Background: an optimization exercise with open tools, aiming at small area, a short achievable clock period and few clock cycles per item. Do not read the settings as production practice.
Where RTL was checked, it was by simulation tests only, not by an equivalence proof against the original.
The RTL of run 5 was laid out without a check of its function.

$ cat design/flow/design.v
module SIMON_function
#(	parameter N = 32		)
 (	input logic [N-1:0] in,
	output logic [N-1:0] out	);
always_comb
begin
	out = ({in[N-2:0], in[N-1]} & {in[N-9:0], in[N-1:N-8]}) ^ {in[N-3:0], in[N-1:N-2]};
end
endmodule
module SIMON_round
#(	parameter N = 32		)
 (	input logic [2*N-1:0] block,
	input logic [N-1:0] key,
	output logic [2*N-1:0] out	);
logic [N-1:0] f;
SIMON_function #(N) func(.in(block[2*N-1:N]), .out(f));
always_comb
begin
	out[N-1:0] = block[2*N-1:N];
	out[2*N-1:N] = block[N-1:0] ^ key ^ f;
end
endmodule
module SIMON_keyexpansion
#(	parameter N = 32		)
 (	input logic [N-1:0] far, k1, k3,
	input logic zb,
	output logic [N-1:0] out		);
logic [N-1:0] t;
always_comb
begin
	t = {k1[2:0], k1[N-1:3]} ^ k3;
	t = t ^ {t[0], t[N-1:1]};
	out = ~far ^ t ^ {{(N-1){1'b0}}, zb} ^ 'd3;
end
endmodule
module SIMON_control
#(	parameter N = 32	)
 (	input logic clk, nR,
	input logic newData, newKey,
	input logic enc_dec, readData,
	input logic [2*N-1:0] plain,
	input logic [4*N-1:0] key,
	output logic ldData, ldKey,
	output logic doneData, doneKey,
	output logic [2*N-1:0] cipher	);
localparam logic [61:0] z = 62'b11110000101100111001010001001000000111101001100011010111011011;
localparam int LAST = 10;
logic [3:0] cnt;
logic busy;		 
logic kpass;	 
logic kvalid;	 
logic enc;		 
logic cdec;		 
logic [2*N-1:0] P, C;
logic [3:0][N-1:0] A, B;
logic last, cfree, step, fin, goKey, goData;
assign last = (cnt == LAST);
assign cfree = ~doneData;
assign fin = busy && last && !kpass && cfree;
assign step = busy && !(last && !kpass && !cfree);
assign ldKey = !busy || fin;
assign ldData = doneKey && ldKey;
assign goKey = newKey && ldKey;
assign goData = newData && ldData;
logic [3:0][N-1:0] rk;
always_comb
	for(int i=0; i<4; i++)
		rk[i] = enc ? A[i] : B[3-i];
logic [4:0][2*N-1:0] r;
assign r[0] = P;
genvar g;
generate
	for(g=0; g<4; g++)
	begin : rounds
		SIMON_round #(N) rd(.block(r[g]), .key(rk[g]), .out(r[g+1]));
	end
endgenerate
logic [7:0][N-1:0] af;	 
logic [7:0][N-1:0] bb;	 
logic [3:0] za, zbk;
always_comb
	for(int i=0; i<4; i++)
	begin
		za[i] = (cnt < 4'd10) ? z[4*cnt + i] : 1'b0;
		zbk[i] = (cnt < 4'd10) ? z[39 - 4*cnt - i] : 1'b0;
	end
assign af[3:0] = A;
assign bb[7:4] = B;
generate
	for(g=0; g<4; g++)
	begin : ksteps
		SIMON_keyexpansion #(N) kf(.far(af[g]), .k1(af[g+3]), .k3(af[g+1]), .zb(za[g]), .out(af[g+4]));
		SIMON_keyexpansion #(N) kb(.far(bb[7-g]), .k1(bb[6-g]), .k3(bb[4-g]), .zb(zbk[g]), .out(bb[3-g]));
	end
endgenerate
always_ff @(posedge clk, negedge nR)
begin
	if(~nR)
	begin
		cnt <= 'b0;
		busy <= 1'b0;
		kpass <= 1'b0;
		kvalid <= 1'b0;
		enc <= 1'b0;
		cdec <= 1'b0;
		doneKey <= 1'b0;
		doneData <= 1'b0;
	end
	else
	begin
		if(goKey)	doneKey <= 1'b1;
		if(doneData && readData)	doneData <= 1'b0;
		if(fin)
		begin
			doneData <= 1'b1;
			cdec <= ~enc;
		end
		if(step)
		begin
			cnt <= last ? 4'd0 : cnt + 4'd1;
			if(last)
			begin
				kvalid <= 1'b1;
				kpass <= 1'b0;
				if(!kpass)	busy <= 1'b0;
			end
		end
		if(goKey)	kvalid <= 1'b0;
		if(goData)
		begin
			busy <= 1'b1;
			cnt <= 'b0;
			enc <= enc_dec;
			kpass <= ~enc_dec && (goKey || !(kvalid || (busy && last)));
		end
	end
end
always_ff @(posedge clk)
begin
	if(goData)	P <= enc_dec ? plain : {plain[N-1:0], plain[2*N-1:N]};
	else if(step && !kpass)	P <= r[4];
	if(fin)	C <= r[4];
end
assign cipher = cdec ? {C[N-1:0], C[2*N-1:N]} : C;
always_ff @(posedge clk)
begin
	if(goKey)
	begin
		A <= key;
		B <= key;
	end
	else if(step)
	begin
		if(last)
		begin
			A <= B;
			B <= A;
		end
		else
		begin
			A <= af[7:4];
			if(kvalid)	B <= bb[3:0];
		end
	end
end
endmodule
module SIMON_64128
#(	parameter N = 32,
	parameter M = 4		)
 (	input logic clk, nR,
	input logic newData, newKey,
	input logic enc_dec, readData,
	input logic [2*N-1:0] plain,
	input logic [M-1:0][N-1:0] key,
	output logic ldData, ldKey,
	output logic doneData, doneKey,
	output logic [2*N-1:0] cipher	);
SIMON_control #(N) control(.*);
endmodule
$ cat design/flow/config.mk
export PLATFORM = sky130hd
export DESIGN_NAME = SIMON_64128
export DESIGN_NICKNAME = SIMON_64128
export VERILOG_FILES = /design/flow/design.v
export SDC_FILE = /design/flow/constraint.sdc
export NUM_CORES = 4
export LEC_CHECK = 0
export CAP_MARGIN = 20
export CORE_MARGIN = 2
export CORE_UTILIZATION = 40
export SLEW_MARGIN = 20
$ cat design/flow/constraint.sdc
create_clock -name core_clock -period 6.0 [get_ports {clk}]
set_input_delay 1.2000 -clock core_clock [delete_from_list [all_inputs] [get_ports {clk}]]
set_output_delay 1.2000 -clock core_clock [all_outputs]
set_load 0.01 [all_outputs]
$ cat design/flow/run.sh
#!/bin/bash
# synth_recipe.tcl (not shown) runs the flow's synth.tcl, then flattens the netlist and writes it again
# the make line also repeats each setting of config.mk as NAME=value (left out here)
make -C /OpenROAD-flow-scripts/flow DESIGN_CONFIG=/design/flow/config.mk WORK_HOME=/design/flow/orfs CLKGATE_MAP_FILE= SYNTH_SCRIPT=/design/flow/synth_recipe.tcl finish
==> results of run 1 <==
## final timing paths
check | from | endpoint | slack, ps | cells past startpoint
min | control.doneKey$_DFFE_PN0P_ | control.doneKey$_DFFE_PN0P_ | 520 | 1
max in group asynchronous | nR | control.enc$_DFFE_PN0P_ | 4680 | 1
max | control.enc$_DFFE_PN0P_ | control.P[48]$_DFFE_PP_ | 1070 | 9
min in group asynchronous | nR | control.doneKey$_DFFE_PN0P_ | 930 | 1
min reg2reg | control.doneKey$_DFFE_PN0P_ | control.doneKey$_DFFE_PN0P_ | 520 | 1
max reg2reg | control.enc$_DFFE_PN0P_ | control.P[48]$_DFFE_PP_ | 1070 | 9
## routing by layer
metal  wire length, µm  vias up
li1                  -    12040
met5                 0        -
met2             63570     1366
met1             60740    13420
met4              4090        0
met3             12600      200
## cells in the final DEF, fill, tap and decap left out, drive strengths merged, types with 4 or more instances in the layout
cell,instances
a31oi,11
a21o,4
clkinv,22
a211oi,44
or2,6
mux2i,205
o21ai,316
nor2,237
buf,40
clkdlybuf4s50,264
xor2,261
ha,6
inv,51
xnor2,577
nor3,11
nand3,15
bufinv,5
nor2b,42
mux2,64
o211ai,6
dfrtp,11
clkbuf,52
nand2,256
xor3,53
nor4,34
o31ai,4
and3,41
edfxtp,384
xnor3,250
or3,7
a21oi,214
## registers in the layout (all words and copies together), names as in the netlist
name,flops
control.B,128
control.C,64
control.enc,1
control.busy,1
control.cnt,4
control.P,64
control.A,128
control.cdec,1
control.doneKey,1
control.kvalid,1
control.kpass,1
control.doneData,1
## kinds of logic after synthesis
logic type,synth area share
AO/OA/AOI/OAI,0.09106
XOR/XNOR,0.3935
adder cells (fa/ha/maj),0.002044
buffers and inverters,0.03563
flip-flops,0.3214
multiplexers,0.07549
AND/OR/NAND/NOR,0.08087
## final cells by class
| cell class | instances | area, µm² | area share |
|---|---|---|---|
| flip-flops and latches | 395 | 11810 | 0.2830 |
| clock inverters | 32 | 319.1 | 0.007645 |
| clock buffers | 52 | 1216 | 0.02914 |
| diodes | 1 | 2.502 | 0.00005996 |
| multi-input cells | 2701 | 23680 | 0.5675 |
| inverters | 47 | 176.4 | 0.004227 |
| well taps | 1186 | 1484 | 0.03556 |
| repair buffers | 304 | 3043 | 0.07291 |
## metrics by stage
step | instance area (µm²) | hold slack (ps) | util
after floorplan | 36730 | 527.9 | -
after global placement | 40200 | 495.8 | 0.4399
after detailed placement | 40200 | 516.1 | 0.4399
after CTS | 41730 | 530.9 | 0.4567
after global routing | 41730 | 583.5 | 0.4567
final | 41740 | 524.6 | 0.4567
## worst max-delay path, stage by stage (launching register included)
cell     delay, ps
dfrtp_4        770
buf_12         420
mux2i_1        430
xnor3_1        420
nor2_1         440
xor2_1         540
a21oi_1        290
nor4_1         820
xnor3_1        360
a21oi_1        180
==> flow_summary.toml, run 1 <==
[routing]
via_per_inst = 5.727
drtAntennaViolNets = 0
post_drt_wl_per_cell_um = 29.88
vias = 27020
wirelength_um = 141000
dr.pass1.iters = 5
drt_iter0_drc = 3294
drcViolationCount = 0

[global_routing]
grt_pass1_vias = 26040
grt_max_degree = 181
globalRouteMet3Util = 0.04735
grt_pass1_wl_um = 198100
use_met1 = 0.4184
grt_usage = 0.2945
grt-busiest-layer = "met2"
grtUsageMet2 = 0.4670
grt_overflow = 0
antenna_found_initial = 0

[setup_path]
worst_ep_required_time_ps = 6460
cp-end-kind = "flip-flop"
crit_type = "flip-flop to flip-flop"
arrival_ps = 5390
cp-start-kind = "flip-flop"
worst-path-max-fanout = 54

[floorplan]
core_area_mm2 = 0.09139
rows = 111
die_area_mm2 = 0.09426
io_pins = 266
die_w_um = 307.0
fp.dieH_um = 307.0
initial_core_util = 0.4019

[clocking]
cts-root-buf = "clkbuf_16"
clock-sinks = 395
hold_buffers = 0
cts_made_buffers = 47
clkTransAtPathRegs_ps = 60
cts_resized = 0
clk_latency_ps = 640
htree_levels = 2
cts_tree = "built"
cts_max_path_buffers = 3
cts_setup_buffers = 0

[timing]
slew_viol_final = 0
hold_viol = 0
post-route-period-util = 0.8217
maxSlewHeadroom = 0.2023
finalSetupTns_ps = 0
fin_skew_ps = 29.75
clock.fmax_mhz = 202.8
grt_setup_unrepaired = "false"
tightest_slew_ps = 1197
setup_viol = 0
min_period_ps = 4930
layout_setup_ws_ps = 1070

[logic_synthesis]
async_reset_ff_frac = 0.02785
yosysSeqAreaShare = 0.3214
synth_area_leaders = "edfxtp_1 31%, xnor3_1 15%, xnor2_1 13%"
synth-seq-cells = 395
yosysUniqueCellTypes = 68
ys_warn_count = 4
netlist.area_leader.share = 0.3139
synth_edf_count = 384
synth.most_common_cell = "xnor2_1"
syn-num-nets = 3611
synth_ff_type = "edfxtp_1"
synth_area_per_cell_um2 = 10.78
netlist_area_mm2 = 0.03673
synth_common_cells = "559 x xnor2_1, 384 x edfxtp_1, 311 x o21ai_0, 256 x nand2_1, 256 x xor2_1"
synth_top_area_cell = "edfxtp_1"
syn_inst = 3407

[finish]
n_fill_cell = 8627
final_cells = 4718
area_growth_pct = 13.63
drive_gt1_frac = 0.07222
fin_nets = 3700

[place]
dp.cells = 4633
pre_cts_ws_ps = 1198
port_buffers = 265
dpl.hpwl_um = 108500
gp_congestion = 0.9782

[flow_run]
drv_cap = 0

[outcome]
status = "timing/DRC/antenna clean"

[hold_path]
min_path_type = "flip-flop to flip-flop"
Testbench counts, summed over its fixed seeds: cycles 5,458, blocks 480.
==> run 2, diff against run 1 <==
--- a/design/flow/config.mk
+++ b/design/flow/config.mk
@@ -10,2 +10,3 @@
 export CORE_UTILIZATION = 40
+export SETUP_SLACK_MARGIN = 2.5
 export SLEW_MARGIN = 20
==> flow_summary.toml, run 2 <==
[timing]
min_period_ps = 3678
tightest_slew_ps = 1076
post-route-period-util = 0.6130
finalSetupTns_ps = 0
grt_setup_unrepaired = "true"
setup_viol = 0
maxSlewHeadroom = 0.2777
layout_setup_ws_ps = 2322
hold_viol = 0
slew_viol_final = 0
fin_skew_ps = 19.06
clock.fmax_mhz = 271.9

[floorplan]
fp.dieH_um = 307.0
initial_core_util = 0.4019
rows = 111
die_w_um = 307.0
core_area_mm2 = 0.09139
die_area_mm2 = 0.09426
io_pins = 266

[clocking]
cts-root-buf = "clkbuf_16"
clkTransAtPathRegs_ps = 70
cts_made_buffers = 50
clk_latency_ps = 620
cts_max_path_buffers = 3
htree_levels = 2
clock-sinks = 395
cts_tree = "built"

[finish]
reg.largest.list = "control.A: 128 flops, control.B: 128 flops"
area_growth_pct = 24.42
drive_gt1_frac = 0.2056
final_cell_mix = "499 x xnor2_1, 384 x edfxtp_1, 309 x o21ai_0"
diodes = 0
finalCoreUtilization = 0.5001
fin_nets = 3864
final_common_cell = "xnor2_1"

[setup_path]
max_stage_delay_ps = 600
worstPathBufferInverterCount = 3
timing.rr.start = "control.P[37]$_DFFE_PP_"
cp-start-kind = "flip-flop"
worst_ep_required_time_ps = 6490
cpLargestDelayFamily = "XOR/XNOR gates"
r2r_slack_ps = 2320
cp-end-kind = "flip-flop"
crit_type = "flip-flop to flip-flop"
cp_common_cell = "xnor3_2"
cp_cell_sequence = "xor2_1 -> xnor3_2 -> buf_4 -> xnor2_1 -> xnor3_2 -> and3_4 -> nor4_2 -> xnor3_2 -> buf_4 -> inv_1"
r2r_cells = 10
arrival_ps = 4170
crit_slowest_cell = "edfxtp_1"
worst-path-max-fanout = 4
timing.rr.end = "control.C[47]$_DFFE_PP_"

[global_routing]
antenna_found_initial = 2
grt_overflow = 0
grt_usage = 0.3011
grt_pass1_wl_um = 202700
grt_max_degree = 129
grt_pass1_vias = 26920

[place]
pre_cts_ws_ps = 1447
dpl.hpwl_um = 109200
port_buffers = 265
gp_congestion = 0.9852

[logic_synthesis]
syn-num-nets = 3611
synth_top_family_by_area = "XOR/XNOR gates"
synth.most_common_cell = "xnor2_1"
netlist.area_leader.share = 0.3139
synth-simple-area-share = 0.08087
yosysSeqAreaShare = 0.3214
syn_inst = 3407
yosys-mux-area-fraction = 0.07549
synth_top_area_cell = "edfxtp_1"
async_reset_ff_frac = 0.02785
synth_common_cells = "559 x xnor2_1, 384 x edfxtp_1, 311 x o21ai_0, 256 x nand2_1, 256 x xor2_1"
synthAdderAreaFrac = 0.002044
synth_area_leaders = "edfxtp_1 31%, xnor3_1 15%, xnor2_1 13%"
ys_warn_count = 4
netlist_area_mm2 = 0.03673
synth_xor_area_frac = 0.3935
synth_compound_area_frac = 0.09105
synth_edf_count = 384
yosysUniqueCellTypes = 68
synth-seq-cells = 395
synth_area_per_cell_um2 = 10.78
synth_ff_type = "edfxtp_1"

[outcome]
status = "timing/DRC/antenna clean"

[routing]
dr.pass1.iters = 6
post_drt_wl_per_cell_um = 29.96
drcViolationCount = 0
drt_iter0_drc = 3566
via_per_inst = 5.789
drtAntennaViolNets = 0
vias = 28260
wirelength_um = 146300

[hold_path]
worstHoldStart = "control.doneKey$_DFFE_PN0P_"
hold_end = "control.doneKey$_DFFE_PN0P_"
min_path_type = "flip-flop to flip-flop"
holdPathStages = 1

[flow_run]
drv_cap = 0
run 2: cell type report:
type / instances / area, µm²
clock buffers: 57 / 1299
clock inverters: 31 / 265.3
fillers: 8281 / 45680
inverters: 47 / 188.9
multi-input cells: 2703 / 26170
flip-flops and latches: 395 / 11820
well taps: 1186 / 1484
repair buffers: 463 / 4472
run 2: timing repair:
action | 4_1_cts | 5_1_grt
hold buffers | 0 | 0
pin swaps | 25 | 38
gates cloned | 4 | 3
resized for setup | 304 | 190
buffers inserted | 77 | 78
setup endpoints to repair | 340 | 159
run 2: worst max path at each step:
| stage | from | endpoint | slack, ps | cells past startpoint |
|---|---|---|---|---|
| finish | control.P[37]$_DFFE_PP_ | control.C[47]$_DFFE_PP_ | 2320 | 10 |
| global route | control.enc$_DFFE_PN0P_ | control.P[51]$_DFFE_PP_ | 2260 | 11 |
| CTS | control.enc$_DFFE_PN0P_ | control.P[51]$_DFFE_PP_ | 2340 | 10 |
| detailed placement | control.enc$_DFFE_PN0P_ | control.P[39]$_DFFE_PP_ | 1450 | 10 |
| global placement | control.enc$_DFFE_PN0P_ | control.P[39]$_DFFE_PP_ | 1380 | 10 |
| floorplan | control.cnt[0]$_DFFE_PN0P_ | control.B[0]$_DFFE_PP_ | 2050 | 9 |
run 2: per-stage QoR:
stage	hold slack (ps)	std cells	instance area (µm²)
final	541.5	4882	45700
after floorplan	527.9	3407	36820
after global routing	561.0	4882	45700
after global placement	500.8	4632	40200
after CTS	541.6	4801	43950
after detailed placement	514.7	4632	40200
run 2: logic make-up (layout without fill, tap and decap cells):
kind of cell | count (synthesis) | in the layout
buffers and inverters | 311 | 598
adders and majority gates | 6 | 6
and+or+nand+nor | 664 | 665
xor gates and xnor gates | 1141 | 1141
muxes | 269 | 269
DFF | 395 | 395
AOI/OAI and AO/OA | 621 | 622
run 2: layer usage:
| layer | vias up | track usage | part of all wire |
|---|---|---|---|
| met1 | 14060 | 0.4266 | 0.42 |
| li1 | 12360 | - | - |
| met3 | 256 | 0.04769 | 0.092 |
| met4 | 0 | 0.07986 | 0.032 |
| met2 | 1591 | 0.4800 | 0.46 |
| met5 | - | 0 | 0 |
==> run 3, diff against run 2 <==
--- a/design/flow/config.mk
+++ b/design/flow/config.mk
@@ -7,2 +7,3 @@
 export LEC_CHECK = 0
+export ABC_CLOCK_PERIOD_IN_PS = 3000
 export CAP_MARGIN = 20
@@ -10,3 +11,3 @@
 export CORE_UTILIZATION = 40
-export SETUP_SLACK_MARGIN = 2.5
+export SETUP_SLACK_MARGIN = 3.0
 export SLEW_MARGIN = 20
==> flow_summary.toml, run 3 <==
[logic_synthesis]
synth_top_area_cell = "edfxtp_1"
ys_warn_count = 4
yosys-mux-area-fraction = 0.07549
synth_area_leaders = "edfxtp_1 31%, xnor3_1 15%, xnor2_1 13%"
synth-simple-area-share = 0.08087
async_reset_ff_frac = 0.02785
synth_xor_area_frac = 0.3935
netlist.area_leader.share = 0.3139
yosysSeqAreaShare = 0.3214
netlist_area_mm2 = 0.03673
synth-seq-cells = 395
syn-num-nets = 3611
syn_inst = 3407
synth.most_common_cell = "xnor2_1"
synth_edf_count = 384
synth_compound_area_frac = 0.09105
synth_ff_type = "edfxtp_1"
synth_area_per_cell_um2 = 10.78
synth_common_cells = "559 x xnor2_1, 384 x edfxtp_1, 311 x o21ai_0, 256 x nand2_1, 256 x xor2_1"
synth_top_family_by_area = "XOR/XNOR gates"
synthAdderAreaFrac = 0.002044
yosysUniqueCellTypes = 68

[routing]
drtAntennaViolNets = 0
drt_iter0_drc = 4029
post_drt_wl_per_cell_um = 29.43
drcViolationCount = 0
via_per_inst = 5.740
wirelength_um = 162300
vias = 31660
dr.pass1.iters = 7

[clocking]
clock-sinks = 395
cts_tree = "built"
clkTransAtPathRegs_ps = 70
cts_max_path_buffers = 3
clk_latency_ps = 640
hold_buffers = 0
htree_levels = 2
cts_made_buffers = 49
cts-root-buf = "clkbuf_16"

[global_routing]
grt_pass1_vias = 29230
grt_overflow = 0
grt_usage = 0.3241
grt_pass1_wl_um = 218000
grt_max_degree = 176
antenna_found_initial = 2

[timing]
setup_viol = 0
fin_skew_ps = 43.14
min_period_ps = 3529
finalSetupTns_ps = 0
hold_viol = 0
grt_setup_unrepaired = "true"
clock.fmax_mhz = 283.4
maxSlewHeadroom = 0.1981
timing.hold.ws_ps = 545.8
post-route-period-util = 0.5882
tightest_slew_ps = 1200
slew_viol_final = 0

[floorplan]
die_area_mm2 = 0.09426
io_pins = 266
initial_core_util = 0.4019
die_w_um = 307.0
core_area_mm2 = 0.09139
fp.dieH_um = 307.0
rows = 111

[setup_path]
worst-path-max-fanout = 6
cp_cell_sequence = "buf_12 -> buf_12 -> mux2i_4 -> xnor3_2 -> nor2_4 -> xnor3_2 -> buf_4 -> and3_4 -> nor4_2 -> xnor3_1 -> a21oi_1"
worst_ep_required_time_ps = 6450
cpLargestDelayFamily = "XOR/XNOR gates"
crit_slowest_cell = "dfrtp_4"
arrival_ps = 3980
max_stage_delay_ps = 500
cp-end-kind = "flip-flop"
cp-start-kind = "flip-flop"
worstPathBufferInverterCount = 3
crit_type = "flip-flop to flip-flop"

[finish]
reg.largest.list = "control.A: 128 flops, control.B: 128 flops"
final_common_cell = "buf_4"
final_cell_mix = "650 x buf_4, 384 x edfxtp_1, 367 x xnor2_1"
n_fill_cell = 7295
final_cells = 5515
area_growth_pct = 49.47
drive_gt1_frac = 0.4191
finalCoreUtilization = 0.6008
fin_nets = 4488

[place]
dpl.hpwl_um = 110000
gp_congestion = 0.9784
port_buffers = 265
dp.cells = 4628

[outcome]
status = "timing/DRC/antenna clean"

[flow_run]
drv_cap = 0

[hold_path]
min_path_type = "flip-flop to flip-flop"
## run 3: final cells by class
| cell class | instances | area, µm² | area share |
|---|---|---|---|
| timing repair inverter | 1 | 5.005 | 0.00009116 |
| sequential | 395 | 11820 | 0.2153 |
| antenna | 5 | 12.51 | 0.0002279 |
| clock inverter | 36 | 386.6 | 0.007042 |
| inverter | 47 | 192.7 | 0.003510 |
| timing repair buffer | 1088 | 10280 | 0.1873 |
| tap | 1186 | 1484 | 0.02703 |
| clock buffer | 55 | 1280 | 0.02331 |
| multi-input combinational | 2702 | 29440 | 0.5362 |
## run 3: metal layers
layer	GRT usage	part of all wire	vias to the layer above
li1	-	-	13590
met1	0.4513	0.39	15610
met2	0.5090	0.45	2048
met3	0.05569	0.11	400
met4	0.1166	0.048	2
met5	0	0.000055	-
## run 3: per-stage QoR
step                      area [µm²]  worst slack (ps)
final                          54900              2471
after global routing           54890              2426
after detailed placement       40200              1184
after floorplan                36850              2054
after CTS                      50120              2506
after global placement         40200              1084
## run 3: logic make-up after synthesis
logic type	after synthesis
buf+inv	311
xor+xnor	1141
mux	269
flops	395
compound gates	621
fa+ha+maj	6
simple gates	664
## run 3: what timing repair did
item	4_1_cts	5_1_grt
pin swaps	194	237
setup buffers	455	323
endpoints found under the setup margin	735	449
cloned	8	5
resized for setup	967	480
## run 3: path summary, 6_finish.rpt
| check | startpoint | endpoint | slack [ps] | depth (start not counted) |
|---|---|---|---|---|
| hold / removal | control.doneKey$_DFFE_PN0P_ | control.doneKey$_DFFE_PN0P_ | 550 | 1 |
| setup / recovery | control.enc$_DFFE_PN0P_ | control.P[42]$_DFFE_PP_ | 2470 | 11 |
| max in group asynchronous | nR | control.cdec$_DFFE_PN0P_ | 4530 | 1 |
| setup reg to reg | control.enc$_DFFE_PN0P_ | control.P[42]$_DFFE_PP_ | 2470 | 11 |
| min in group asynchronous | nR | control.busy$_DFFE_PN0P_ | 980 | 1 |
| hold reg to reg | control.doneKey$_DFFE_PN0P_ | control.doneKey$_DFFE_PN0P_ | 550 | 1 |
==> run 4, diff against run 3 <==
--- a/design/flow/design.v
+++ b/design/flow/design.v
@@ -52,4 +52,3 @@
 logic enc;		 
-logic cdec;		 
-logic [2*N-1:0] P, C;
+logic [2*N-1:0] P;
 logic [3:0][N-1:0] A, B;
@@ -57,7 +56,6 @@
 assign last = (cnt == LAST);
-assign cfree = ~doneData;
-assign fin = busy && last && !kpass && cfree;
-assign step = busy && !(last && !kpass && !cfree);
-assign ldKey = !busy || fin;
-assign ldData = doneKey && ldKey;
+assign fin = busy && last && !kpass;
+assign step = busy;
+assign ldKey = !busy;
+assign ldData = doneKey && !busy && (!doneData || readData);
 assign goKey = newKey && ldKey;
@@ -104,3 +102,2 @@
 		enc <= 1'b0;
-		cdec <= 1'b0;
 		doneKey <= 1'b0;
@@ -112,7 +109,3 @@
 		if(doneData && readData)	doneData <= 1'b0;
-		if(fin)
-		begin
-			doneData <= 1'b1;
-			cdec <= ~enc;
-		end
+		if(fin)	doneData <= 1'b1;
 		if(step)
@@ -133,3 +126,3 @@
 			enc <= enc_dec;
-			kpass <= ~enc_dec && (goKey || !(kvalid || (busy && last)));
+			kpass <= ~enc_dec && (goKey || !kvalid);
 		end
@@ -141,5 +134,4 @@
 	else if(step && !kpass)	P <= r[4];
-	if(fin)	C <= r[4];
 end
-assign cipher = cdec ? {C[N-1:0], C[2*N-1:N]} : C;
+assign cipher = enc ? P : {P[N-1:0], P[2*N-1:N]};
 always_ff @(posedge clk)
--- a/design/flow/config.mk
+++ b/design/flow/config.mk
@@ -7,3 +7,2 @@
 export LEC_CHECK = 0
-export ABC_CLOCK_PERIOD_IN_PS = 3000
 export CAP_MARGIN = 20
@@ -11,3 +10,2 @@
 export CORE_UTILIZATION = 40
-export SETUP_SLACK_MARGIN = 3.0
 export SLEW_MARGIN = 20
==> flow_summary.toml, run 4 <==
[outcome]
status = "timing/DRC/antenna clean"

[timing]
min_period_ps = 4898
setup_viol = 0
maxSlewHeadroom = 0.1576
fin_skew_ps = 20.81
post-route-period-util = 0.8163
grt_setup_unrepaired = "false"
layout_setup_ws_ps = 1102
finalSetupTns_ps = 0
tightest_slew_ps = 1259
clock.fmax_mhz = 204.2
slew_viol_final = 0
hold_viol = 0

[setup_path]
worstPathBufferInverterCount = 1
worst_ep_required_time_ps = 6310
arrival_ps = 5210
worst-path-max-fanout = 31
max_stage_delay_ps = 860
cpLargestDelayFamily = "XOR/XNOR gates"
crit_slowest_cell = "dfrtp_4"
cp_cell_sequence = "buf_4 -> mux2i_1 -> xnor3_1 -> xnor2_1 -> xnor2_1 -> xnor2_1 -> xnor2_1 -> xnor2_1 -> xnor2_1 -> mux2i_1"
cp_common_cell = "xnor2_1"
cp-start-kind = "flip-flop"
crit_type = "flip-flop to flip-flop"
cp-end-kind = "flip-flop"

[finish]
diodes = 0
n_fill_cell = 7844
reg.largest.list = "control.A: 128 flops, control.B: 128 flops, control.P: 64 flops"
fin_nets = 3452
final_common_cell = "xnor2_1"
final_cells = 4351
drive_gt1_frac = 0.07071
area_growth_pct = 14.34
final_cell_area_mm2 = 0.03783
final_cell_mix = "639 x xnor2_1, 320 x edfxtp_1, 299 x o21ai_0"

[logic_synthesis]
syn-num-nets = 3351
netlist.area_leader.share = 0.2904
synth_ff_type = "edfxtp_1"
syn_inst = 3147
synth_area_per_cell_um2 = 10.51
synth_area_leaders = "edfxtp_1 29%, xnor2_1 17%, xnor3_1 12%"
yosysUniqueCellTypes = 53
netlist_area_mm2 = 0.03309
async_reset_ff_frac = 0.03030
yosysSeqAreaShare = 0.2980
synth_common_cells = "639 x xnor2_1, 320 x edfxtp_1, 300 x o21ai_0, 290 x mux2i_1, 267 x nand2_1"
ys_warn_count = 4
synth_top_area_cell = "edfxtp_1"
synth_edf_count = 320
synth-seq-cells = 330
synth.most_common_cell = "xnor2_1"

[global_routing]
grt_pass1_vias = 23820
antenna_found_initial = 0
grt_pass1_wl_um = 178100
grt_overflow = 0
grt_usage = 0.2900
grt_max_degree = 152

[routing]
post_drt_wl_per_cell_um = 28.96
dr.pass1.iters = 6
via_per_inst = 5.637
wirelength_um = 126000
drcViolationCount = 0
drtAntennaViolNets = 0
vias = 24530
drt_iter0_drc = 2969

[floorplan]
initial_core_util = 0.4036
die_w_um = 291.6
die_area_mm2 = 0.08504
rows = 105
io_pins = 266
fp.dieH_um = 291.6
core_area_mm2 = 0.08198

[clocking]
htree_levels = 2
cts_setup_buffers = 0
cts_max_path_buffers = 3
clock-sinks = 330
hold_buffers = 0
cts-root-buf = "clkbuf_16"
clkTransAtPathRegs_ps = 70
cts_made_buffers = 42
cts_tree = "built"
cts_resized = 0
clk_latency_ps = 600

[place]
dpl.hpwl_um = 98140
post_dp_cell_area_mm2 = 0.03645
dp.cells = 4274
gp_congestion = 1.004
port_buffers = 265
pre_cts_ws_ps = 1250

[flow_run]
drv_cap = 0

[hold_path]
min_path_type = "flip-flop to flip-flop"
==> run 4: area by class of cell <==
cell class / count / area (µm²) / share of cell area
Tap cell: 1070 / 1339 / 0.03539
Multi-Input combinational cell: 2567 / 22240 / 0.5877
Clock inverter: 26 / 262.8 / 0.006945
Sequential cell: 330 / 9863 / 0.2607
Inverter: 12 / 45.04 / 0.001191
Clock buffer: 51 / 1126 / 0.02976
Timing Repair Buffer: 295 / 2963 / 0.07831
==> run 4: cells by family after synthesis <==
group           after synthesis  synth area share
compound gates              511           0.08002
xor+xnor                   1152            0.4130
fa+ha+maj                     6          0.002269
buf+inv                     250           0.03192
flops                       330            0.2980
mux                         356            0.1102
simple gates                542           0.06459
==> run 4: through the flow <==
stage	utilization	hold slack [ps]
3_3_place_gp	0.4446	479.9
6_report	0.4615	496.5
4_1_cts	0.4615	494.1
3_5_place_dp	0.4446	479.7
2_1_floorplan	-	459.9
5_1_grt	0.4615	549.4
==> run 4: final timing paths <==
path / from / to / slack, ps / cells past startpoint
worst max-delay path: control.enc$_DFFE_PN0P_ / control.P[54]$_DFFE_PP_ / 1100 / 10
worst min-delay path: control.doneKey$_DFFE_PN0P_ / control.doneKey$_DFFE_PN0P_ / 500 / 1
worst max register to register: control.enc$_DFFE_PN0P_ / control.P[54]$_DFFE_PP_ / 1100 / 10
worst min register to register: control.doneKey$_DFFE_PN0P_ / control.doneKey$_DFFE_PN0P_ / 500 / 1
max in group asynchronous: nR / control.enc$_DFFE_PN0P_ / 4690 / 1
min in group asynchronous: nR / control.doneKey$_DFFE_PN0P_ / 940 / 1
==> run 4: per-layer routing <==
| metal | vias to the layer above | GRT usage | wire, µm |
|---|---|---|---|
| met4 | 0 | 0.08436 | 4106 |
| met2 | 1347 | 0.4515 | 56070 |
| met3 | 204 | 0.04506 | 11120 |
| met5 | - | 0 | 0 |
| li1 | 10990 | - | - |
| met1 | 11990 | 0.4163 | 54690 |
Testbench counts of run 4, summed over its fixed seeds: cycles 5,930, blocks 480.
==> run 5, diff against run 4 <==
--- a/design/flow/design.v
+++ b/design/flow/design.v
@@ -52,10 +52,9 @@
 logic enc;		 
-logic [2*N-1:0] P;
+logic [2*N-1:0] P, C;
 logic [3:0][N-1:0] A, B;
-logic last, cfree, step, fin, goKey, goData;
-assign last = (cnt == LAST);
-assign fin = busy && last && !kpass;
-assign step = busy;
-assign ldKey = !busy;
-assign ldData = doneKey && !busy && (!doneData || readData);
+logic last, step, fin, goKey, goData;
+logic [3:0] cnt_n;
+logic busy_n, kpass_n, kvalid_n, doneKey_n, doneData_n, last_n;
+assign fin = busy && last && !kpass && !doneData;
+assign step = busy && !(last && !kpass && doneData);
 assign goKey = newKey && ldKey;
@@ -77,3 +76,3 @@
 logic [7:0][N-1:0] bb;	 
-logic [3:0] za, zbk;
+logic [3:0] za, zbk, za_n, zbk_n;
 always_comb
@@ -81,4 +80,4 @@
 	begin
-		za[i] = (cnt < 4'd10) ? z[4*cnt + i] : 1'b0;
-		zbk[i] = (cnt < 4'd10) ? z[39 - 4*cnt - i] : 1'b0;
+		za_n[i] = (cnt_n < 4'd10) ? z[4*cnt_n + i] : 1'b0;
+		zbk_n[i] = (cnt_n < 4'd10) ? z[39 - 4*cnt_n - i] : 1'b0;
 	end
@@ -93,2 +92,29 @@
 endgenerate
+always_comb
+begin
+	cnt_n = cnt;
+	busy_n = busy;
+	kpass_n = kpass;
+	kvalid_n = kvalid;
+	doneKey_n = doneKey || goKey;
+	doneData_n = (doneData && !readData) || fin;
+	if(step)
+	begin
+		cnt_n = last ? 4'd0 : cnt + 4'd1;
+		if(last)
+		begin
+			kvalid_n = 1'b1;
+			kpass_n = 1'b0;
+			if(!kpass)	busy_n = 1'b0;
+		end
+	end
+	if(goKey)	kvalid_n = 1'b0;
+	if(goData)
+	begin
+		busy_n = 1'b1;
+		cnt_n = 'b0;
+		kpass_n = ~enc_dec && !kvalid_n;
+	end
+	last_n = (cnt_n == LAST);
+end
 always_ff @(posedge clk, negedge nR)
@@ -104,2 +130,7 @@
 		doneData <= 1'b0;
+		last <= 1'b0;
+		ldKey <= 1'b0;
+		ldData <= 1'b0;
+		za <= 'b0;
+		zbk <= 'b0;
 	end
@@ -107,23 +138,14 @@
 	begin
-		if(goKey)	doneKey <= 1'b1;
-		if(doneData && readData)	doneData <= 1'b0;
-		if(fin)	doneData <= 1'b1;
-		if(step)
-		begin
-			cnt <= last ? 4'd0 : cnt + 4'd1;
-			if(last)
-			begin
-				kvalid <= 1'b1;
-				kpass <= 1'b0;
-				if(!kpass)	busy <= 1'b0;
-			end
-		end
-		if(goKey)	kvalid <= 1'b0;
-		if(goData)
-		begin
-			busy <= 1'b1;
-			cnt <= 'b0;
-			enc <= enc_dec;
-			kpass <= ~enc_dec && (goKey || !kvalid);
-		end
+		cnt <= cnt_n;
+		busy <= busy_n;
+		kpass <= kpass_n;
+		kvalid <= kvalid_n;
+		doneKey <= doneKey_n;
+		doneData <= doneData_n;
+		last <= last_n;
+		ldKey <= !busy_n || (last_n && !kpass_n && !doneData_n);
+		ldData <= doneKey_n && (!busy_n || (last_n && !kpass_n && !doneData_n));
+		za <= za_n;
+		zbk <= zbk_n;
+		if(goData)	enc <= enc_dec;
 	end
@@ -134,4 +156,5 @@
 	else if(step && !kpass)	P <= r[4];
+	if(fin)	C <= enc ? r[4] : {r[4][N-1:0], r[4][2*N-1:N]};
 end
-assign cipher = enc ? P : {P[N-1:0], P[2*N-1:N]};
+assign cipher = C;
 always_ff @(posedge clk)
--- a/design/flow/config.mk
+++ b/design/flow/config.mk
@@ -10,2 +10,3 @@
 export CORE_UTILIZATION = 40
+export SETUP_SLACK_MARGIN = 2.5
 export SLEW_MARGIN = 20
==> flow_summary.toml, run 5 <==
[logic_synthesis]
synth_ff_type = "edfxtp_1"
syn_inst = 3251
synth_common_cells = "512 x xnor2_1, 384 x edfxtp_1, 308 x mux2i_1, 290 x xor2_1, 240 x o21ai_0"
synth-seq-cells = 405
ys_warn_count = 4
synth_area_leaders = "edfxtp_1 31%, xnor3_1 14%, xnor2_1 12%"
async_reset_ff_frac = 0.05185
synth.most_common_cell = "xnor2_1"
synth_top_area_cell = "edfxtp_1"
synth_area_per_cell_um2 = 11.28
netlist_area_mm2 = 0.03666
yosysUniqueCellTypes = 58
synth_edf_count = 384
syn-num-nets = 3455
netlist.area_leader.share = 0.3146
yosysSeqAreaShare = 0.3289

[timing]
hold_viol = 0
finalSetupTns_ps = 0
fin_skew_ps = 31.90
grt_setup_unrepaired = "true"
setup_viol = 0
post-route-period-util = 0.6216
tightest_slew_ps = 1059
clock.fmax_mhz = 268.1
slew_viol_final = 0
maxSlewHeadroom = 0.2937
min_period_ps = 3730

[global_routing]
grt_pass1_wl_um = 202300
grt_max_degree = 148
antenna_found_initial = 2
grt_usage = 0.3000
grt_pass1_vias = 26750
grt_overflow = 0

[place]
dp.cells = 4487
dpl.hpwl_um = 107200
port_buffers = 265
post_dp_cell_area_mm2 = 0.04010
gp_congestion = 0.9989

[finish]
final_cell_area_mm2 = 0.04788
fin_nets = 3842
final_cell_mix = "453 x xnor2_1, 384 x edfxtp_1, 263 x clkdlybuf4s50_1"
area_growth_pct = 30.62
n_fill_cell = 7825
ff_latch_area_mm2 = 0.01206
drive_gt1_frac = 0.2462
reg.largest.list = "control.A: 128 flops, control.B: 128 flops"
multi_input_area_mm2 = 0.02694
final_common_cell = "xnor2_1"
final_cells = 4863

[floorplan]
rows = 111
die_w_um = 306.7
core_area_mm2 = 0.09125
io_pins = 266
die_area_mm2 = 0.09407
fp.dieH_um = 306.7
initial_core_util = 0.4017

[setup_path]
worst_ep_required_time_ps = 6420
cp-end-kind = "flip-flop"
worst-path-max-fanout = 8
crit_type = "flip-flop to flip-flop"
arrival_ps = 4140
cp-start-kind = "flip-flop"

[flow_run]
drv_cap = 0

[clocking]
cts-root-buf = "clkbuf_16"
htree_levels = 2
cts_tree = "built"
clk_latency_ps = 610
clkTransAtPathRegs_ps = 60
cts_made_buffers = 49
cts_max_path_buffers = 3
clock-sinks = 405
hold_buffers = 0

[routing]
via_per_inst = 5.750
drcViolationCount = 0
drtAntennaViolNets = 0
drt_iter0_drc = 2962
vias = 27960
dr.pass1.iters = 6
post_drt_wl_per_cell_um = 29.94
wirelength_um = 145600

[hold_path]
min_path_type = "flip-flop to flip-flop"

[outcome]
status = "timing/DRC/antenna clean"
==> run 5: cell count changes after synthesis, sizes merged, moves of 34 or more <==
| cell | previous run | this run |
|---|---|---|
| a211oi | 3 | 66 |
| xnor2 | 671 | 569 |
| edfxtp | 320 | 384 |
| nor2 | 238 | 163 |
| and3 | 3 | 37 |
| xnor3 | 179 | 234 |
| mux2 | 66 | 1 |
| nand2 | 267 | 192 |
| xor2 | 256 | 295 |
| nor2b | 4 | 65 |
| o21ai | 320 | 257 |
==> run 5: worst max-delay path, cell delays in order (launching register included) <==
cell,delay [ps]
dfrtp_4,490
buf_12,170
buf_16,160
buf_4,150
mux2i_4,180
xnor3_2,360
nor2_4,270
buf_6,150
buf_12,90
xor2_4,160
buf_12,140
a21oi_4,80
nor4_4,500
xnor3_2,390
mux2i_1,240
==> run 5: path summary, 6_finish.rpt <==
| kind | from | endpoint | slack [ps] | cells after the start |
|---|---|---|---|---|
| worst max register to register | control.enc$_DFFE_PN0P_ | control.C[9]$_DFFE_PP_ | 2270 | 14 |
| worst max-delay path | control.enc$_DFFE_PN0P_ | control.C[9]$_DFFE_PP_ | 2270 | 14 |
| worst min register to register | control.doneKey$_DFF_PN0_ | control.doneKey$_DFF_PN0_ | 510 | 1 |
| worst min-delay path | control.doneKey$_DFF_PN0_ | control.doneKey$_DFF_PN0_ | 510 | 1 |
| min in group asynchronous | nR | control.last$_DFF_PN0_ | 590 | 1 |
| max in group asynchronous | nR | control.enc$_DFFE_PN0P_ | 5000 | 1 |
==> run 5: area by class of cell <==
class | instances | area share
Multi-Input combinational cell | 2594 | 0.5626
Tap cell | 1186 | 0.03099
Sequential cell | 405 | 0.2520
Clock buffer | 52 | 0.02585
Clock inverter | 37 | 0.006298
Inverter | 8 | 0.0007840
Timing Repair Buffer | 580 | 0.1214
Antenna cell | 1 | 0.00005227
==> run 5: cell families after synthesis <==
logic type | after synthesis | synth area share
XOR/XNOR | 1148 | 0.3970
AO/OA/AOI/OAI | 568 | 0.08626
AND/OR/NAND/NOR | 563 | 0.07158
flip-flops | 405 | 0.3289
multiplexers | 309 | 0.08441
buffers and inverters | 252 | 0.02977
adder cells (fa/ha/maj) | 6 | 0.002048
==> run 5: repair_timing <==
action / in CTS / in global routing
pin swaps: 90 / 136
hold endpoints to repair: 0 / 0
setup endpoints to repair: 138 / 119
buffers inserted: 154 / 125
cloned: 5 / 2
resized for setup: 438 / 256
==> run 5: metal layers <==
metal	vias to the layer above	share of wire	global-route usage
li1	12190	-	-
met1	14100	0.43	0.4313
met2	1445	0.45	0.4679
met3	223	0.084	0.04114
met4	2	0.039	0.09565
met5	-	0.00012	0
==> run 5: stage by stage <==
| stage | setup WS, ps | utilization | hold WS [ps] |
|---|---|---|---|
| after floorplan | 2503 | - | 510.2 |
| after global placement | 696.5 | 0.4396 | 480.3 |
| after detailed placement | 667.0 | 0.4395 | 494.6 |
| after CTS | 2320 | 0.4967 | 511.0 |
| after global routing | 2295 | 0.5247 | 545.7 |
| final | 2270 | 0.5247 | 505.3 |

[separate check: timing with driven ports]
No port has a modelled driver above. Below, the same layouts with a new extraction and two added sets of constraints. Step 1 assumes that a clkbuf_16 drives the clock port and a buf_2 every other input. Step 2 also shifts input and output timing later by t, the mid clock arrival at the registers, as if the neighbouring blocks saw the same clock. Three values: ideal ports, drivers, drivers and shift; two values: the first two.
run	t (ns)	setup WS [ns]	hold slack, ns	worst setup path after step 2	worst slew at a driven data input, ns
run 1	0.700	1.070 / 1.070 / 1.070	0.525 / 0.525 / 0.525	register to register	0.06
run 2	0.681	2.322 / 2.322 / 2.322	0.541 / 0.541 / 0.541	register to register	0.06
run 3	0.695	2.471 / 2.471 / 2.310	0.546 / 0.546 / 0.546	input to register	0.06
run 4	0.659	1.102 / 1.102 / 1.102	0.496 / 0.496 / 0.496	register to register	0.06
run 5	0.660	2.270 / 2.270 / 2.129	0.505 / 0.505 / 0.505	input to register	0.08
After both steps setup and hold are still met in every run listed. For run 3, which loses most, drivers alone change the setup slack by 0.000 ns; drivers and shift together by -0.161 ns.
